This design comes from an exercise in tuning for small area on the open sky130 flow, not from production work. At most, simulation tests tie the RTL to the original design; equivalence was not proved. The RTL of run 2 was laid out without a check of its function.

==> flow/design.v, too long to show whole: its modules and the start of the top module <==
// module complex_multiplier: 1927 lines
// module cm_fa: 4 lines
// module cm_ha: 4 lines
module complex_multiplier #(parameter INPUT_DATA_WIDTH = 16)
    (
        input  wire                                    i_clk,
        input  wire                                    i_rst,
        input  wire signed [INPUT_DATA_WIDTH-1:0]      i_real_h,
        input  wire signed [INPUT_DATA_WIDTH-1:0]      i_imag_h,
        input  wire signed [INPUT_DATA_WIDTH-1:0]      i_real_y,
        input  wire signed [INPUT_DATA_WIDTH-1:0]      i_imag_y,
        output reg  signed [INPUT_DATA_WIDTH*2:0]      o_real,
        output reg  signed [INPUT_DATA_WIDTH*2:0]      o_imag
    );
  // ...
==> flow/run.sh <==
#!/bin/bash
# synth_recipe.tcl (not shown) runs the flow's synth.tcl, then flattens the netlist and writes it again
# the make line also repeats each setting of config.mk as NAME=value (left out here)
make -C /OpenROAD-flow-scripts/flow DESIGN_CONFIG=/design/flow/config.mk WORK_HOME=/design/flow/orfs CLKGATE_MAP_FILE= SYNTH_SCRIPT=/design/flow/synth_recipe.tcl finish
==> flow/config.mk <==
export PLATFORM = sky130hd
export DESIGN_NAME = complex_multiplier
export DESIGN_NICKNAME = complex_multiplier
export VERILOG_FILES = /design/flow/design.v
export SDC_FILE = /design/flow/constraint.sdc
export NUM_CORES = 4
export LEC_CHECK = 0
export ABC_AREA = 1
export CAP_MARGIN = 20
export CORE_MARGIN = 2
export CORE_UTILIZATION = 40
export SLEW_MARGIN = 20
export SYNTH_HIERARCHICAL = 1
export SYNTH_MINIMUM_KEEP_SIZE = 0
==> flow/constraint.sdc <==
create_clock -name core_clock -period 10.0 [get_ports {i_clk}]
set_input_delay 2.0000 -clock core_clock [delete_from_list [all_inputs] [get_ports {i_clk}]]
set_output_delay 2.0000 -clock core_clock [all_outputs]
set_load 0.01 [all_outputs]
==> results.txt, run 1 <==
* Status: no timing/DRC/antenna violations
* Number of flops mapped to enable cells by yosys at 0
* Number of max-cap violations at 0
* CP bufs+invs at 2
* Startpoint types: flop
* Post-Place Cell Area at 0.0275 mm^2
* Drt first-iter violations at 2564
* Final cycle utilization of the critical path at 85.7%
* Bufs on Longest Clock Path at 2
* Area contributors post-synth: fa_1 41%, xor2_1 16%, o22ai_1 11%, dfxtp_1 10%, ha_1 3.6%
* Layout cells sized above 1 at 9.13%
* Seq_cells at 130
* Worst hold path class: flop to flop
* Clock latency (worst-skew pair) at 540 ps
* Initial antenna violation count at 2
* Synth area leader: fa_1
* Total vias in the final route at 21700
* WL met2 at 44900 um
* Vias per cell at 6.26
* Setup_tns at 0 ps
* Ys async rst share at 0%
* Commonest non-fill, non-tap cells in the layout: 522 x fa_1, 480 x xor2_1, 436 x o22ai_1
* GRT met2 Usage at 47.6%
* Routed length on met1 at 37700 um
* Worst setup startpoint: d[13]$_SDFF_PP0_
* Worst hold start: d[0]$_SDFF_PP0_
* Rel. slew slack at 27.4%
* Final setup violation count at 0
* Worst Hold Depth at 5
==> inputs of run 2 (changes only) <==
==> flow/design.v (replaced) <==
`timescale 1ns / 1ps
module complex_multiplier#(parameter INPUT_DATA_WIDTH = 16)
    (
        input  wire                                    i_clk,
        input  wire                                    i_rst,
        input  wire signed [INPUT_DATA_WIDTH-1:0]      i_real_h,
        input  wire signed [INPUT_DATA_WIDTH-1:0]      i_imag_h,
        input  wire signed [INPUT_DATA_WIDTH-1:0]      i_real_y,
        input  wire signed [INPUT_DATA_WIDTH-1:0]      i_imag_y,
        output reg  signed [INPUT_DATA_WIDTH*2:0]      o_real,
        output reg  signed [INPUT_DATA_WIDTH*2:0]      o_imag
    );
    reg signed [INPUT_DATA_WIDTH*2-1:0] ac;
    reg signed [INPUT_DATA_WIDTH*2-1:0] ad;
    reg signed [INPUT_DATA_WIDTH*2-1:0] cb;
    reg signed [INPUT_DATA_WIDTH*2-1:0] bd;
    always@(posedge i_clk) begin
        if(i_rst)begin
            o_real <= 0;
            o_imag <= 0;
            ac     <= 0;
            ad     <= 0;
            cb     <= 0;
            bd     <= 0;
        end         
        else begin
            ac <= i_real_h * i_real_y;
            ad <= i_real_h * i_imag_y;
            cb <= i_real_y * i_imag_h;
            bd <= i_imag_h * i_imag_y;
            o_real <= ac - bd;
            o_imag <= ad + cb;
        end
    end
endmodule
==> flow/config.mk (replaced) <==
export PLATFORM = sky130hd
export DESIGN_NAME = complex_multiplier
export DESIGN_NICKNAME = complex_multiplier
export VERILOG_FILES = /design/flow/design.v
export SDC_FILE = /design/flow/constraint.sdc
export NUM_CORES = 4
export LEC_CHECK = 0
export CAP_MARGIN = 20
export CORE_MARGIN = 2
export CORE_UTILIZATION = 40
export SLEW_MARGIN = 20
==> run 2 against run 1 <==
First-iteration DRC count down 20%. Sequential share of layout area is 1.7 points lower. Die area is 83% higher. Global-route usage fell by 9.6 points. Critical path type is now primary input to flop. Critical endpoint is now bd[27]$_SDFF_PP0_. Largest cell class unchanged.
==> results.txt, run 2 <==
* Status: no timing/DRC/antenna violations (unchanged)
* Remaining routing DRC violations at 0 (unchanged)
* WL met2 at 59300 um (was 44900 um)
* CTS tree: yes (unchanged)
* Worst hold path class: flop to flop (unchanged)
* Ys Warns at 1 (was 7)
* Overall die height at 347 um (was 256 um)
* Top FF cell, synth: dfxtp_1 (unchanged)
* Setup_tns at 0 ps (unchanged)
* GP Congestion at 0.918 (was 1.01)
* Post-Place Cell Area at 0.0505 mm^2 (was 0.0275 mm^2)
* Sequential element share of the synthesized area at 8.24% (was 10.2%)
* Layout cells sized above 1 at 3.45% (was 9.13%)
* Synth top area share at 44.6% (was 41.0%)
* Initial antenna violation count at 16 (was 2)
* CP endpoint kind: flop (unchanged)
* Worst-path clk slew at 90 ps (was 70 ps)
* Layout fillers at 11300 (was 6140)
* Regs by FF count: o_imag (33), o_real (33) (unchanged)
* First-pass GRT wire length at 206000 um (was 152000 um)
* Area growth syn-to-layout at 8.46% (was 10.1%)
* Input/output buffers at 131 (unchanged)
* #FFs+latches synth at 194 (was 130)
* Critical-path top delay cell: clkdlybuf4s50_1 (was fa_1)
* Post_cts resized at 0 (unchanged)
* Total vias in the final route at 34200 (was 21700)
* Setup repair bufs after CTS at 0 (unchanged)
* Netlist Area Pre-Place at 0.0472 mm^2 (was 0.0255 mm^2)
* Vias in the first global route at 36100 (was 23300)
* Area contributors post-synth: fa_1 45%, ha_1 10%, inv_1 9.6%, dfxtp_1 8.2%, and2_1 6.8% (was fa_1 41%, xor2_1 16%, o22ai_1 11%, dfxtp_1 10%, ha_1 3.6%)
* Bufs on Longest Clock Path at 2 (unchanged)
* Top-count cell post-synth: inv_1 (was fa_1)
* GRT Resource Usage Total at 22.1% (was 31.7%)
* Final #Nets at 6747 (was 3277)
* Crit Path Max Fanout at 17 (was 30)
* Placed cell count at 6744 (was 3442)
* Total die area at 0.121 mm^2 (was 0.0658 mm^2)
* FMAX at 112 MHz (was 117 MHz)
* Routed length on met1 at 57500 um (was 37700 um)
* Mapped Avg Cell Area at 9.09 um^2 (was 9.70 um^2)
* Worst path arrival time at 9310 ps (was 8930 ps)
* CTS Hold Bufs at 0 (unchanged)
* Clock buffer count from CTS at 17 (unchanged)
* Post-Route WL at 128000 um (was 103000 um)
* Die Width at 347 um (was 256 um)
* Tmin final at 8920 ps (was 8570 ps)
* Core area at 0.117 mm^2 (was 0.0631 mm^2)
* Final hold violation count at 0 (unchanged)
* Post-route ant nets at 0 (unchanged)
* Sequential cell area at 0.00388 mm^2 (was 0.00261 mm^2)
* CP Cell Sequence: clkdlybuf4s50_1 -> buf_4 -> nand2_1 -> fa_1 -> inv_1 -> fa_1 -> fa_1 -> fa_1 -> fa_1 -> inv_1 -> fa_1 -> inv_1 -> ha_1 -> a21o_1 -> a21o_1 -> a21o_1 -> or3b_2 -> o221ai_1 -> o21ai_0 -> a21oi_1 -> mux2_2
* Routed wl met3 at 7900 um (was 12700 um)
* Non-Filler Instances at 6779 (was 3474)
* Worst-Margin Slew at 1160 ps (was 1090 ps)
* Vias per cell at 5.04 (was 6.26)
* Ys async rst share at 0% (unchanged)
* Gate Count Post-Synth at 5189 (was 2628)
* Root Driver: clkbuf_16 (unchanged)
* Unique cell type count in the Yosys netlist at 73 (was 33)
* Final setup violation count at 0 (unchanged)
* DP Wirelength at 107000 um (was 72000 um)
* Number of flops mapped to enable cells by yosys at 0 (unchanged)
* DR pass1 iterations at 6 (was 8)
* CTS sink cnt at 194 (was 130)
* Std-Cell Rows at 125 (was 92)
* Data required time of the critical path at 10390 ps (was 10360 ps)
* H-tree levels at 4 (unchanged)
* Synth cell count leaders: 1204 x inv_1, 1050 x fa_1, 531 x nand2_1 (was 522 x fa_1, 480 x xor2_1, 436 x o22ai_1)
* Final cycle utilization of the critical path at 89.2% (was 85.7%)
* Initial core utilization at 40.5% (was 40.4%)
* Most used cell along the critical path: fa_1 (unchanged)
* Rel. slew slack at 22.3% (was 27.4%)
* Pins over their slew limit at 0 (unchanged)
* Startpoint types: primary input (was flop)
* Worst hold slack at 554 ps (was 1010 ps)
* Largest net degree at the start of global routing at 69 (was 70)
* Final clock skew at 29.3 ps (was 26.4 ps)
* Slowest cell delay on critical path at 1230 ps (was 600 ps)
* Number of max-cap violations at 0 (unchanged)
* DR WL/cell at 18.8 um (was 29.8 um)
* Commonest non-fill, non-tap cells in the layout: 1204 x inv_1, 1050 x fa_1, 531 x nand2_1 (was 522 x fa_1, 480 x xor2_1, 436 x o22ai_1)
* Clock latency (worst-skew pair) at 500 ps (was 540 ps)
* I/O Pins at 132 (unchanged)
* Drt first-iter violations at 2042 (was 2564)
* Gr ovfl total at 0 (unchanged)
* Design area at 0.0511 mm^2 (was 0.0281 mm^2)
* Commonest non-fill, non-tap cell in the layout: inv_1 (was fa_1)
* Critical path class: primary input to flop (was flop to flop)
* RSZ-0062 raised after global routing: no (unchanged)
* Synth area leader: fa_1 (unchanged)
* Top sig layer: met5 (unchanged)
* Multi-input logic area at 0.0379 mm^2 (was 0.0210 mm^2)
## run 2: worst paths after layout
kind	startpoint	endpoint	slack, ps	depth (start not counted)
worst max-delay path	i_imag_y[7]	bd[27]$_SDFF_PP0_	1080	21
worst min-delay path	bd[0]$_SDFF_PP0_	o_real[0]$_SDFF_PP0_	550	2
worst max register to register	bd[11]$_SDFF_PP0_	o_real[26]$_SDFF_PP0_	6200	11
worst min register to register	bd[0]$_SDFF_PP0_	o_real[0]$_SDFF_PP0_	550	2
## run 2: critical path, delay by kind of cell
family | cells | cell delay, ps
adders and majority gates | 7 | 3320
muxes | 1 | 350
and+or+nand+nor | 2 | 540
AOI/OAI and AO/OA | 6 | 1360
buffers and inverters | 5 | 1720
## run 2: cell families (layout without fill, tap and decap cells)
family / Yosys count / in the layout / share of synthesized area [%]
other: 0 / 3 / 0
buffers and inverters: 1422 / 1485 / 11.3
DFF: 194 / 194 / 8.24
and+or+nand+nor: 1521 / 1521 / 16.0
AOI/OAI and AO/OA: 443 / 443 / 6.34
xor gates and xnor gates: 160 / 160 / 2.97
adders and majority gates: 1442 / 1442 / 55.0
muxes: 7 / 7 / 0.162
## run 2: per-stage QoR
stage / setup WS [ps] / util (%)
global placement: 774 / 43.4
finish: 1080 / 43.9
global route: 743 / 43.9
CTS: 1210 / 43.9
detailed placement: 677 / 43.4
floorplan: 2050 / -
## run 2: cell type report
class | instances | share of cell area (%)
diodes | 3 | 0.0147
clock buffers | 18 | 0.859
clock inverters | 14 | 0.316
inverters | 1204 | 8.84
multi-input cells | 3573 | 74.2
flip-flops and latches | 194 | 7.59
well taps | 1524 | 3.73
repair buffers | 249 | 4.47
## run 2: routing by layer
layer | global-route usage (%) | vias up
met5 | 0 | -
met3 | 2.75 | 135
met4 | 5.25 | 10
li1 | - | 15500
met1 | 31.1 | 17600
met2 | 36.2 | 882

## afterwards: timing with drivers on the ports
In the flow no input, the clock included, has a driving cell. The finished layouts below were timed again as built, in two steps. Step 1 (the two cells are an assumption about what drives the block):
set clk [get_ports {i_clk}]
set_driving_cell -lib_cell sky130_fd_sc_hd__clkbuf_16 $clk
set_driving_cell -lib_cell sky130_fd_sc_hd__buf_2 [delete_from_list [all_inputs] $clk]
Step 2 moves the port delays by t, midway between the first and last clock arrival at a register: inputs arrive t later, outputs are due t later. That takes back most of the time a late clock gives input paths. Slacks: ideal / step 1 / step 2; pairs: ideal / step 1.
run	shift t [ns]	setup WS [ns]	worst register clock-pin slew, ns
run 1	0.585	1.428 / 1.428 / 1.428	0.09 / 0.09
run 2	0.562	1.083 / 1.119 / 0.557	0.10 / 0.10
After both steps setup and hold are still met in every run listed. For run 2, which loses most, drivers alone change the setup slack by +0.036 ns; drivers and shift together by -0.526 ns.
